What follows belongs to an exercise in optimizing a design on an open flow for small area, a short achievable clock period and few clock cycles; a production flow would make more cautious choices.
Only simulation tests tie the RTL to the original design; equivalence was not proved.
No activity file was given, so power comes from the tool's default toggle rates.

**design.v**
```verilog
module parameterized_fft #(
    parameter DATA_WIDTH = 16,
    parameter FFT_POINTS = 8,
    parameter LOG2_FFT_POINTS = $clog2(FFT_POINTS)
)(
    input wire clk,
    input wire rst_n,
    input wire start,
    input wire [DATA_WIDTH-1:0] data_in_real,
    input wire [DATA_WIDTH-1:0] data_in_imag,
    input wire data_valid_in,
    output reg data_ready,
    output wire [(DATA_WIDTH*FFT_POINTS)-1:0] data_out_real,
    output wire [(DATA_WIDTH*FFT_POINTS)-1:0] data_out_imag,
    output reg data_valid_out,
    output reg busy
);
    reg [15:0] sr [0:7];
    reg [15:0] si [0:7];
    reg [15:0] xr, xi;
    reg h5r, h5i, h7r, h7i;
    genvar gk;
    generate for (gk = 0; gk < 8; gk = gk + 1) begin : g_out
        assign data_out_real[16*gk +: 16] = sr[gk];
        assign data_out_imag[16*gk +: 16] = si[gk];
    end endgenerate
    reg loading;             
    reg [2:0] cnt;           
    reg got;                 
    reg [2:0] gcnt;          
    reg [5:1] seq;           
    wire take = loading & data_valid_in;
    always @(posedge clk) begin
        xr <= data_in_real;
        xi <= data_in_imag;
        gcnt <= cnt;
    end
    wire k1 = got & (gcnt == 3'd7);
    always @(posedge clk or negedge rst_n) begin
        if (!rst_n) begin
            loading <= 1'b0;
            cnt <= 3'd0;
            got <= 1'b0;
            seq <= 5'd0;
            busy <= 1'b0;
            data_ready <= 1'b1;
            data_valid_out <= 1'b0;
        end else begin
            got <= take;
            seq <= {seq[4:1], k1};
            if (start) begin
                loading <= 1'b1;
                cnt <= 3'd0;
                busy <= 1'b1;
                data_valid_out <= 1'b0;
            end else if (take) begin
                cnt <= cnt + 3'd1;
                if (cnt == 3'd7) begin
                    loading <= 1'b0;
                    data_ready <= 1'b0;
                end
            end
            if (seq[5]) begin
                busy <= 1'b0;
                data_ready <= 1'b1;
                data_valid_out <= 1'b1;
            end
        end
    end
    wire k2 = seq[1], k3 = seq[2], k4 = seq[3], k5 = seq[4], k6 = seq[5];
    wire pre0 = got & (gcnt == 3'd4);
    wire pre1 = got & (gcnt == 3'd5);
    wire pre2 = got & (gcnt == 3'd6);
    wire ld0 = got & (gcnt == 3'd0);
    wire ld1 = got & (gcnt == 3'd1);
    wire ld2 = got & (gcnt == 3'd2);
    wire ld3 = got & (gcnt == 3'd3);
    function [15:0] sat;
        input [16:0] v;
        sat = (v[16] ^ v[15]) ? {v[16], {15{~v[16]}}} : v[15:0];
    endfunction
    wire [15:0] u_ar =
        (pre0 | k3 | k4) ? sr[6] :
        (pre1 | k2) ? sr[3] :
        (pre2) ? sr[0] :
        sr[7];
    wire [15:0] u_ai =
        (pre0 | k3 | k4) ? si[6] :
        (pre1 | k2) ? si[3] :
        (pre2) ? si[0] :
        si[7];
    wire [15:0] u_br =
        (pre0 | pre1 | pre2 | k1) ? xr :
        (k2 | k4) ? sr[0] :
        sr[5];
    wire [15:0] u_bi =
        (pre0 | pre1 | pre2 | k1) ? xi :
        (k2 | k4) ? si[0] :
        si[5];
    wire [15:0] v_ar =
        (k1 | k6) ? sr[1] :
        (k2 | k4) ? sr[2] :
        (k3) ? si[2] :
        sr[7];
    wire [15:0] v_ai =
        (k1 | k6) ? si[1] :
        (k2 | k4) ? si[2] :
        (k3) ? si[3] :
        si[7];
    wire [15:0] v_br =
        (k1 | k2 | k4) ? sr[4] :
        (k3) ? sr[2] :
        (k5) ? si[5] :
        sr[5];
    wire [15:0] v_bi =
        (k1 | k2 | k4) ? si[4] :
        (k3) ? sr[3] :
        (k5) ? si[3] :
        si[5];
    wire [15:0] utr = (~u_br[15] & (|u_br)) ? u_br - 16'd1 : u_br;
    wire [15:0] uti = (~u_bi[15] & (|u_bi)) ? u_bi - 16'd1 : u_bi;
    wire ucr = (u_br == 16'h8000), uci = (u_bi == 16'h8000);
    wire [16:0] us1r = {u_ar[15], u_ar} + {utr[15], utr} + {16'd0, ucr};
    wire [16:0] us2r = {u_ar[15], u_ar} + {~utr[15], ~utr} + {16'd0, ~ucr};
    wire [16:0] us1i = {u_ai[15], u_ai} + {uti[15], uti} + {16'd0, uci};
    wire [16:0] us2i = {u_ai[15], u_ai} + {~uti[15], ~uti} + {16'd0, ~uci};
    wire [15:0] u1r = sat(us1r), u1i = sat(us1i), u2r = sat(us2r), u2i = sat(us2i);
    wire v_w2 = k1 | k2 | k4;
    wire [15:0] vtr = v_w2 ? v_bi : v_br;
    wire [15:0] vti = v_w2 ? v_br : v_bi;
    wire vsw = v_w2 & (v_br != 16'h8000);
    wire [16:0] vs1r = {v_ar[15], v_ar} + {vtr[15], vtr};
    wire [16:0] vs2r = {v_ar[15], v_ar} - {vtr[15], vtr};
    wire [16:0] vs1i = {v_ai[15], v_ai} + {vti[15], vti};
    wire [16:0] vs2i = {v_ai[15], v_ai} - {vti[15], vti};
    wire [15:0] v1r = k3 ? vs1r[15:0] : sat(vs1r);
    wire [15:0] v2r = k3 ? vs2r[15:0] : sat(vs2r);
    wire [15:0] v1i = k3 ? vs1i[15:0] : (vsw ? sat(vs2i) : sat(vs1i));
    wire [15:0] v2i = k3 ? vs2i[15:0] : (vsw ? sat(vs1i) : sat(vs2i));
    wire [16:0] mx = k4 ? {h7i, si[3]} : {h5r, sr[5]};
    wire [16:0] myv = k4 ? {h5i, si[5]} : {h7r, sr[3]};
    wire [16:0] my = myv ^ {17{k4}};              
    wire [30:0] ex = {{14{mx[16]}}, mx};
    wire [30:0] ey = {{14{my[16]}}, my};
    wire [30:0] kc = k4 ? 31'd23170 : 31'd0;
    wire [30:0] px = (ex << 14) + (ex << 12) + (ex << 11) + (ex << 9) + (ex << 7) + (ex << 1);
    wire [30:0] py = (ey << 14) + (ey << 12) + (ey << 11) + (ey << 9) + (ey << 7) + (ey << 1) + kc;
    wire [15:0] tx = px[30:15], ty = py[30:15];
    always @(posedge clk) begin
        if (k3) begin
            h5r <= vs1r[16]; h5i <= vs1i[16]; h7r <= vs2r[16]; h7i <= vs2i[16];
        end
        if (k1) begin sr[0] <= u1r; si[0] <= u1i; end
        if (k2) begin sr[0] <= u1r; si[0] <= u1i; end
        if (k4) begin sr[0] <= u1r; si[0] <= u1i; end
        if (pre0) begin sr[1] <= u2r; si[1] <= u2i; end
        if (k1) begin sr[1] <= v1r; si[1] <= v1i; end
        if (k6) begin sr[1] <= v1r; si[1] <= v1i; end
        if (pre1) begin sr[2] <= u2r; si[2] <= u2i; end
        if (k3) begin sr[2] <= u2r; si[2] <= u2i; end
        if (k2) begin sr[2] <= v1r; si[2] <= v1i; end
        if (k4) begin sr[2] <= v1r; si[2] <= v1i; end
        if (pre1) begin sr[3] <= u1r; si[3] <= u1i; end
        if (k2) begin sr[3] <= v2r; si[3] <= v2i; end
        if (k3) begin sr[3] <= v2r; si[3] <= v2i; end
        if (k5) begin sr[3] <= v1r; si[3] <= v1i; end
        if (pre2) begin sr[4] <= u2r; si[4] <= u2i; end
        if (k1) begin sr[4] <= u2r; si[4] <= u2i; end
        if (k2) begin sr[4] <= u2r; si[4] <= u2i; end
        if (k4) begin sr[4] <= u2r; si[4] <= u2i; end
        if (pre2) begin sr[5] <= u1r; si[5] <= u1i; end
        if (k3) begin sr[5] <= v1r; si[5] <= v1i; end
        if (k6) begin sr[5] <= v2r; si[5] <= v2i; end
        if (pre0) begin sr[6] <= u1r; si[6] <= u1i; end
        if (k3) begin sr[6] <= u1r; si[6] <= u1i; end
        if (k4) begin sr[6] <= v2r; si[6] <= v2i; end
        if (k1) begin sr[7] <= v2r; si[7] <= v2i; end
        if (k5) begin sr[7] <= v2r; si[7] <= v2i; end
        if (ld0) begin sr[6] <= xr; si[6] <= xi; end
        if (ld1) begin sr[3] <= xr; si[3] <= xi; end
        if (ld2) begin sr[0] <= xr; si[0] <= xi; end
        if (ld3) begin sr[7] <= xr; si[7] <= xi; end
        if (k4) begin si[5] <= tx; si[3] <= ty; end
        if (k5) begin sr[5] <= tx; si[5] <= ty; end
    end
endmodule
```
**run.sh**
```bash
#!/bin/bash
# synth_recipe.tcl (not shown) runs the flow's synth.tcl, then flattens the netlist and writes it again
# the make line also repeats each setting of config.mk as NAME=value (left out here)
make -C /OpenROAD-flow-scripts/flow DESIGN_CONFIG=/design/flow/config.mk WORK_HOME=/design/flow/orfs CLKGATE_MAP_FILE= SYNTH_SCRIPT=/design/flow/synth_recipe.tcl finish
```
**config.mk**
```make
export PLATFORM = sky130hd
export DESIGN_NAME = parameterized_fft
export DESIGN_NICKNAME = parameterized_fft
export VERILOG_FILES = /design/flow/design.v
export SDC_FILE = /design/flow/constraint.sdc
export NUM_CORES = 4
export LEC_CHECK = 0
export CAP_MARGIN = 20
export CORE_MARGIN = 2
export CORE_UTILIZATION = 40
export SLEW_MARGIN = 20
```
**constraint.sdc**
```tcl
create_clock -name core_clock -period 25.0 [get_ports {clk}]
set_input_delay 5.0000 -clock core_clock [delete_from_list [all_inputs] [get_ports {clk}]]
set_output_delay 5.0000 -clock core_clock [all_outputs]
set_load 0.01 [all_outputs]
```
==> results.yml, run 1 <==
yosys:
  synthesis.nets: 4218
  yosysSeqAreaShare: 0.2736
  yosysWarningCount: 3
  synthTopCellsByArea: "edfxtp_1 24%, ha_1 8.6%, fa_1 7.6%"
  synth_common_cells: "411 x nand2_1, 368 x nor2_1, 327 x a21oi_1"
  synth-main-ff-cell: "edfxtp_1"
  synth_edf_count: 260
  synth.distinct_cells: 119
  synth_top_area_share: 0.2418
  avgSynthCellArea_um2: 8.410
  syn_area_um2: 32290
  yosysMostFrequentCell: "nand2_1"
  synth_area_leader_cell: "edfxtp_1"
  async_flop_share: 0.04221
  yosys_register_bits: 308
  syn_inst: 3839
route:
  top_layer_used: "met5"
  wl_met3_um: 25440
  routedWlPerCell_um: 32.12
  routed_wl_um: 163800
  dr.pass1.iters: 6
  met1_length_um: 66090
  wl_met2_um: 63700
  via_count: 32470
  vias_per_cell: 6.366
  drcViolationCount: 0
  dr.first_iter.drc_count: 5190
  ant_nets: 0
sta:
  rsz0062_at_grt: "no"
  slew_viol_final: 0
  relSlewSlack: 0.1158
  hold_viol_final: 0
  finalCritPeriodShare: 0.3126
  min_period_ns: 7.815
  skew_ns: 0.03547
  setup_viol: 0
  tns_ns: 0
  tightest_slew_ns: 1.318
  fmax_mhz: 128.0
critical_path:
  worstSetupPathType: "flop to flop"
  endpoint_kind: "flop"
  crit_path_start_kind: "flop"
  path_cells: "or2_4 > mux2_2 > o31ai_1 > and3_1 > a21oi_2 > nand3_1 > nor2_1 > and2_1 > xnor2_1 > mux2_2 > ha_1 > inv_2 > a21o_1 > or3_1 > or3_1 > and3_1 > o21ai_0 > o41a_1 > a21boi_0 > o22ai_1"
  slowest_stage: "o41a_1"
  crit_path_max_incr_delay_ns: 0.98
  cp.arrival_ns: 8.13
  path_max_fanout: 53
  critPathRequiredTime_ns: 25.32
cts:
  cts_buffers: 41
  cts_tree: "done"
  postCtsHoldBufs: 0
  ctsResizeCount: 0
  cts_max_level: 2
  cts-root-buf: "clkbuf_16"
  clock-sinks: 308
  postCtsSetupRepairBufs: 0
  clk_pin_slew_worst_paths_ns: 0.06
  cts_buffer_depth: 3
  clkLatencyLatePin_ns: 0.62
final_layout:
  nFillCells: 7896
  final_nets: 4383
  finalNonFillerCells: 5101
  multi_input_area_um2: 21410
  area_delta_synth_final_pct: 16.02
  drive_gt1_frac: 0.06194
  seq_area_um2: 8846
die:
  die_area_um2: 83010
  row_count: 104
  die_x_um: 288.1
  io_pins: 295
  start_util: 0.4028
  dieHeight_um: 288.1
  core_area_um2: 80160
global_routing:
  grt_pass1_vias: 29520
  grt_pass1_wl_um: 226900
  antenna_found_initial: 12
  grt_max_degree: 83
  grt_overflow_total: 0
  grtUsageTotal: 0.3855
pwr:
  leakage_uw: 0.01495
  peakVddDrop_mv: 0.05444
  powerDensity_nw_per_um2: 44.50
placed_design:
  dp.cells: 5021
  io_buffer_count: 294
  post-dp-hpwl_um: 129000
  gp_congestion: 1.065
run_status:
  status: "timing/DRC/antenna clean"
job:
  maxCapViolCount: 0
min_path:
  hold_class: "flop to flop"
placed cells by master, fill, tap and decap left out, drive strengths merged, types with 23 or more instances in the layout:
master and n:
ha 221, nand2 411, mux2i 176, nand2b 40
edfxtp 260, inv 313, a221oi 25, dfxtp 35
o221ai 28, xnor2 96, or3 31, a211o 23
a31oi 48, clkbuf 51, o21a 50, a211oi 31
xor2 57, nor2 370, fa 122, buf 55
nor2b 30, o211ai 26, mux2 28, clkdlybuf4s50 294
nor3 73, o31ai 24, o21ai 327, nand3 46
a21o 43, maj3 32, a21oi 338
through the flow:
step / util / cell area (µm²) / total power [µW] / hold slack (ns) / worst slack (ns)
2_1_floorplan: - / 32290 / 874.9 / 0.3487 / 18.43
3_3_place_gp: 0.4502 / 36090 / 1046 / 0.3812 / 17.19
3_5_place_dp: 0.4505 / 36110 / 1045 / 0.3911 / 17.44
4_1_cts: 0.4671 / 37440 / 1651 / 0.4038 / 17.39
5_1_grt: 0.4672 / 37450 / 1714 / 0.4204 / 16.95
6_report: 0.4673 / 37460 / 1667 / 0.4040 / 17.18
power breakdown:
group / internal (µW) / switching (µW) / leakage [µW] / total (µW)
Clock: 345 / 268 / 0.000648 / 613
Combinational: 163 / 280 / 0.0115 / 443
Sequential: 578 / 32.7 / 0.00281 / 611
state kept, by name, summed over array words and instances (netlist names):
name,flops
si,128
loading,1
h7i,1
data_valid_out,1
xr,16
h7r,1
seq,5
h5r,1
busy,1
cnt,3
gcnt,3
xi,16
sr,128
got,1
h5i,1
data_ready,1
critical path, delay by kind of cell (launching register included):
kind / cells / cell delay (ns)
buf+inv: 1 / 0.09
mux: 2 / 0.73
fa+ha+maj: 1 / 0.41
simple gates: 8 / 2.56
compound gates: 7 / 2.76
xor+xnor: 1 / 0.13
flops: 1 / 0.79
routing by layer:
metal / up-vias / global-route usage
li1: 14020 / -
met1: 15690 / 0.5392
met2: 2396 / 0.5219
met3: 350 / 0.1497
met4: 12 / 0.1635
met5: - / 0.01307
worst paths after layout:
check / start / end / slack (ns) / cells after the start
max in group asynchronous: rst_n / data_ready$_DFFE_PN1P_ / 19.92 / 2
min in group asynchronous: rst_n / seq[4]$_DFF_PN0_ / 4.76 / 2
worst max register to register: seq[1]$_DFF_PN0_ / si[2][2]$_DFFE_PP_ / 17.18 / 20
worst max-delay path: seq[1]$_DFF_PN0_ / si[2][2]$_DFFE_PP_ / 17.18 / 20
worst min register to register: cnt[1]$_DFFE_PN0P_ / gcnt[1]$_DFF_P_ / 0.40 / 0
worst min-delay path: cnt[1]$_DFFE_PN0P_ / gcnt[1]$_DFF_P_ / 0.40 / 0
logic make-up after synthesis:
logic type | count (synthesis) | share of synthesized area
AOI/OAI and AO/OA | 1139 | 0.2255
and+or+nand+nor | 1117 | 0.1561
buffers and inverters | 542 | 0.06642
adders and majority gates | 375 | 0.1713
DFF | 308 | 0.2736
muxes | 205 | 0.06553
xor gates and xnor gates | 153 | 0.04150
final cells by class:
type / count / area share
Sequential cell: 308 / 0.2361
Multi-Input combinational cell: 2989 / 0.5714
Inverter: 315 / 0.03156
Antenna cell: 5 / 0.0003340
Clock inverter: 24 / 0.006313
Timing Repair Buffer: 349 / 0.08958
Clock buffer: 51 / 0.02923
Tap cell: 1060 / 0.03541
Testbench counts, summed over its fixed seeds: cycles 4,808.
==> run 2: changes to the inputs <==
==> flow/run.sh (new file) <==
#!/bin/bash
# Layout flow: the standard ORFS flow (standard.sh, unchanged synthesis,
# floorplan, power grid, placement, CTS and routing), with two settings:
#  - the port buffers are sky130_fd_sc_hd__buf_2 cells (every input and
#    output port still gets its own buffer);
#  - timing repair (after CTS and after global routing) aims at a setup
#    slack of MARGIN ns under the unchanged 25 ns clock, so it upsizes and
#    buffers the longest paths instead of stopping at slack 0.
# The full make output goes to flow.log; each ORFS step also writes its own
# log under orfs/logs/.
set -euo pipefail
MARGIN=18
bash standard.sh \
  SETUP_SLACK_MARGIN=$MARGIN \
  "BUFFER_PORTS_ARGS=-buffer_cell sky130_fd_sc_hd__buf_2" \
  finish > flow.log 2>&1
==> standard.sh (new file) <==
#!/bin/bash
# synth_recipe.tcl (not shown) runs the flow's synth.tcl, then flattens the netlist and writes it again
# the make line also repeats each setting of config.mk as NAME=value (left out here)
make -C /OpenROAD-flow-scripts/flow DESIGN_CONFIG=/design/flow/config.mk WORK_HOME=/design/flow/orfs CLKGATE_MAP_FILE= SYNTH_SCRIPT=/design/flow/synth_recipe.tcl "${@:-finish}"
removed: run.sh
==> results.yml, run 2 <==
run_status:
  status: "timing/DRC/antenna clean"
route:
  routedWlPerCell_um: 31.52
  drcViolationCount: 0
  routed_wl_um: 160800
  dr.pass1.iters: 8
  ant_nets: 0
  dr.first_iter.drc_count: 4932
  via_count: 32900
  vias_per_cell: 6.449
die:
  row_count: 104
  die_x_um: 288.1
  start_util: 0.4028
  die_area_um2: 83010
  dieHeight_um: 288.1
  io_pins: 295
  core_area_um2: 80160
critical_path:
  cp.arrival_ns: 7.28
  endpoint_kind: "flop"
  path_max_fanout: 37
  critPathRequiredTime_ns: 25.37
  crit_path_start_kind: "flop"
  worstSetupPathType: "flop to flop"
yosys:
  yosys_register_bits: 308
  synth_common_cells: "411 x nand2_1, 368 x nor2_1, 327 x a21oi_1"
  synth_top_area_share: 0.2418
  synth_area_leader_cell: "edfxtp_1"
  synth.distinct_cells: 119
  syn_inst: 3839
  syn_area_um2: 32290
  yosysMostFrequentCell: "nand2_1"
  yosysSeqAreaShare: 0.2736
  yosysWarningCount: 3
  async_flop_share: 0.04221
  synthesis.nets: 4218
  synth-main-ff-cell: "edfxtp_1"
  synth_edf_count: 260
  synthTopCellsByArea: "edfxtp_1 24%, ha_1 8.6%, fa_1 7.6%"
  avgSynthCellArea_um2: 8.410
pwr:
  leakage_uw: 0.01500
  peakVddDrop_mv: 0.04801
  powerDensity_nw_per_um2: 45.89
cts:
  cts_buffer_depth: 3
  clk_pin_slew_worst_paths_ns: 0.07
  postCtsHoldBufs: 0
  clkLatencyLatePin_ns: 0.61
  clock-sinks: 308
  cts_buffers: 40
  cts_tree: "done"
  cts-root-buf: "clkbuf_16"
  cts_max_level: 2
global_routing:
  grtUsageTotal: 0.3740
  grt_max_degree: 71
  grt_pass1_wl_um: 221100
  grt_overflow_total: 0
  grt_pass1_vias: 29370
  antenna_found_initial: 9
sta:
  finalCritPeriodShare: 0.2763
  worst_slack_ns: 18.09
  fmax_mhz: 144.8
  min_period_ns: 6.907
  slew_viol_final: 0
  hold_ws_ns: 0.4039
  tightest_slew_ns: 1.221
  skew_ns: 0.04186
  hold_viol_final: 0
  rsz0062_at_grt: "yes"
  setup_viol: 0
  relSlewSlack: 0.1835
  tns_ns: 0
placed_design:
  io_buffer_count: 294
  gp_congestion: 1.040
  post-dp-hpwl_um: 126700
  pre_cts_slack_ns: 17.65
final_layout:
  final_nets: 4382
  reg_top3: "si (128), sr (128)"
  nFillCells: 8091
  layout_commonest_cell: "nand2_1"
  seq_area_um2: 8846
  drive_gt1_frac: 0.1373
  layout_common_cells: "410 x nand2_1, 365 x nor2_1, 324 x a21oi_1, 308 x inv_1, 302 x o21ai_0"
  area_delta_synth_final_pct: 11.96
  multi_input_area_um2: 21470
job:
  maxCapViolCount: 0
min_path:
  hold_class: "flop to flop"
run 2: cell counts after synthesis:
Identical to the previous run, type by type.
run 2: metal layers:
layer	vias to the layer above	global-route usage	part of all wire
met2	2535	0.4971	0.39
met4	15	0.1786	0.056
li1	14020	-	-
met3	414	0.1605	0.16
met5	-	0.01193	0.0013
met1	15920	0.5132	0.39
run 2: layout make-up:
cell class | count | share of cell area
clock inverters | 20 | 0.006611
multi-input cells | 2991 | 0.5939
clock buffers | 53 | 0.03115
well taps | 1060 | 0.03669
diodes | 8 | 0.0005538
repair buffers | 347 | 0.05362
flip-flops and latches | 308 | 0.2447
inverters | 315 | 0.03274
run 2: worst paths after layout:
kind	end	cells after the start	startpoint	slack (ns)
worst max-delay path	si[3][10]$_DFFE_PP_	20	seq[1]$_DFF_PN0_	18.09
worst min-delay path	gcnt[2]$_DFF_P_	0	cnt[2]$_DFFE_PN0P_	0.40
worst max register to register	si[3][10]$_DFFE_PP_	20	seq[1]$_DFF_PN0_	18.09
worst min register to register	gcnt[2]$_DFF_P_	0	cnt[2]$_DFFE_PN0P_	0.40
max in group asynchronous	seq[2]$_DFF_PN0_	1	rst_n	20.26
min in group asynchronous	seq[3]$_DFF_PN0_	1	rst_n	4.35
run 2: what timing repair did:
item | CTS | global route
setup endpoints to repair | 132 | 200
pin swaps | 1 | 1
cloned | 1 | 1
buffers inserted | 0 | 3
gates resized for setup | 14 | 26
run 2: report_power, final:
group          internal [µW]  total, µW  switching, µW
registers                578        610           31.6
clock network            361        626            266
logic                    150        423            273
total                   1090       1660            570
run 2: logic make-up (layout without fill, tap and decap cells):
logic type,after synthesis,after routing,share of synthesized area
other,0,8,0
AO/OA/AOI/OAI,1139,1139,0.2255
buffers and inverters,542,735,0.06642
AND/OR/NAND/NOR,1117,1119,0.1561
flip-flops,308,308,0.2736
XOR/XNOR,153,153,0.04150
multiplexers,205,205,0.06553
adder cells (fa/ha/maj),375,375,0.1713
run 2: per-stage QoR:
stage / power, µW / util / std cells / area (µm²)
6_report: 1659 / 0.4510 / 5102 / 36150
3_3_place_gp: 1024 / 0.4314 / 5015 / 34580
2_1_floorplan: 874.9 / - / 3839 / 32290
4_1_cts: 1642 / 0.4489 / 5089 / 35980
3_5_place_dp: 1026 / 0.4314 / 5015 / 34580
5_1_grt: 1700 / 0.4507 / 5094 / 36130
run 2: worst max-delay path: stages, from the launching register on:
cell,delay (ns)
dfrtp_1,0.32
buf_4,0.47
or2_4,0.49
mux2_2,0.45
o31ai_1,0.58
and3_1,0.31
a21oi_2,0.11
xor2_1,0.38
fa_1,0.27
inv_1,0.06
fa_1,0.46
a21o_1,0.20
a221oi_2,0.34
o31ai_2,0.17
a21oi_2,0.32
o21ai_1,0.19
o21bai_2,0.43
maj3_1,0.46
a221oi_1,0.15
o21bai_1,0.22
a31o_2,0.27

afterwards: timing with drivers on the ports:
Ports are ideal in the flow. The routed layouts listed here were re-timed in OpenROAD. Step 1, drivers: a clkbuf_16 drives clk and a buf_2 each remaining input, both assumed. Step 2, shift: input delay + t, output delay - t, t = (earliest + latest rising clock arrival at the registers) / 2. This alone moves slack from input paths to output paths. Slacks: no drivers / after step 1 / after step 2; pairs: no drivers / after step 1.
run | t, ns | setup WS [ns] | hold WS [ns] | worst data-port slew with drivers (ns)
run 1 | 0.669 | 17.185 / 17.185 / 17.185 | 0.404 / 0.404 / 0.404 | 0.05
run 2 | 0.656 | 18.093 / 18.093 / 18.093 | 0.404 / 0.404 / 0.404 | 0.03
After both steps every run listed still meets setup and hold.
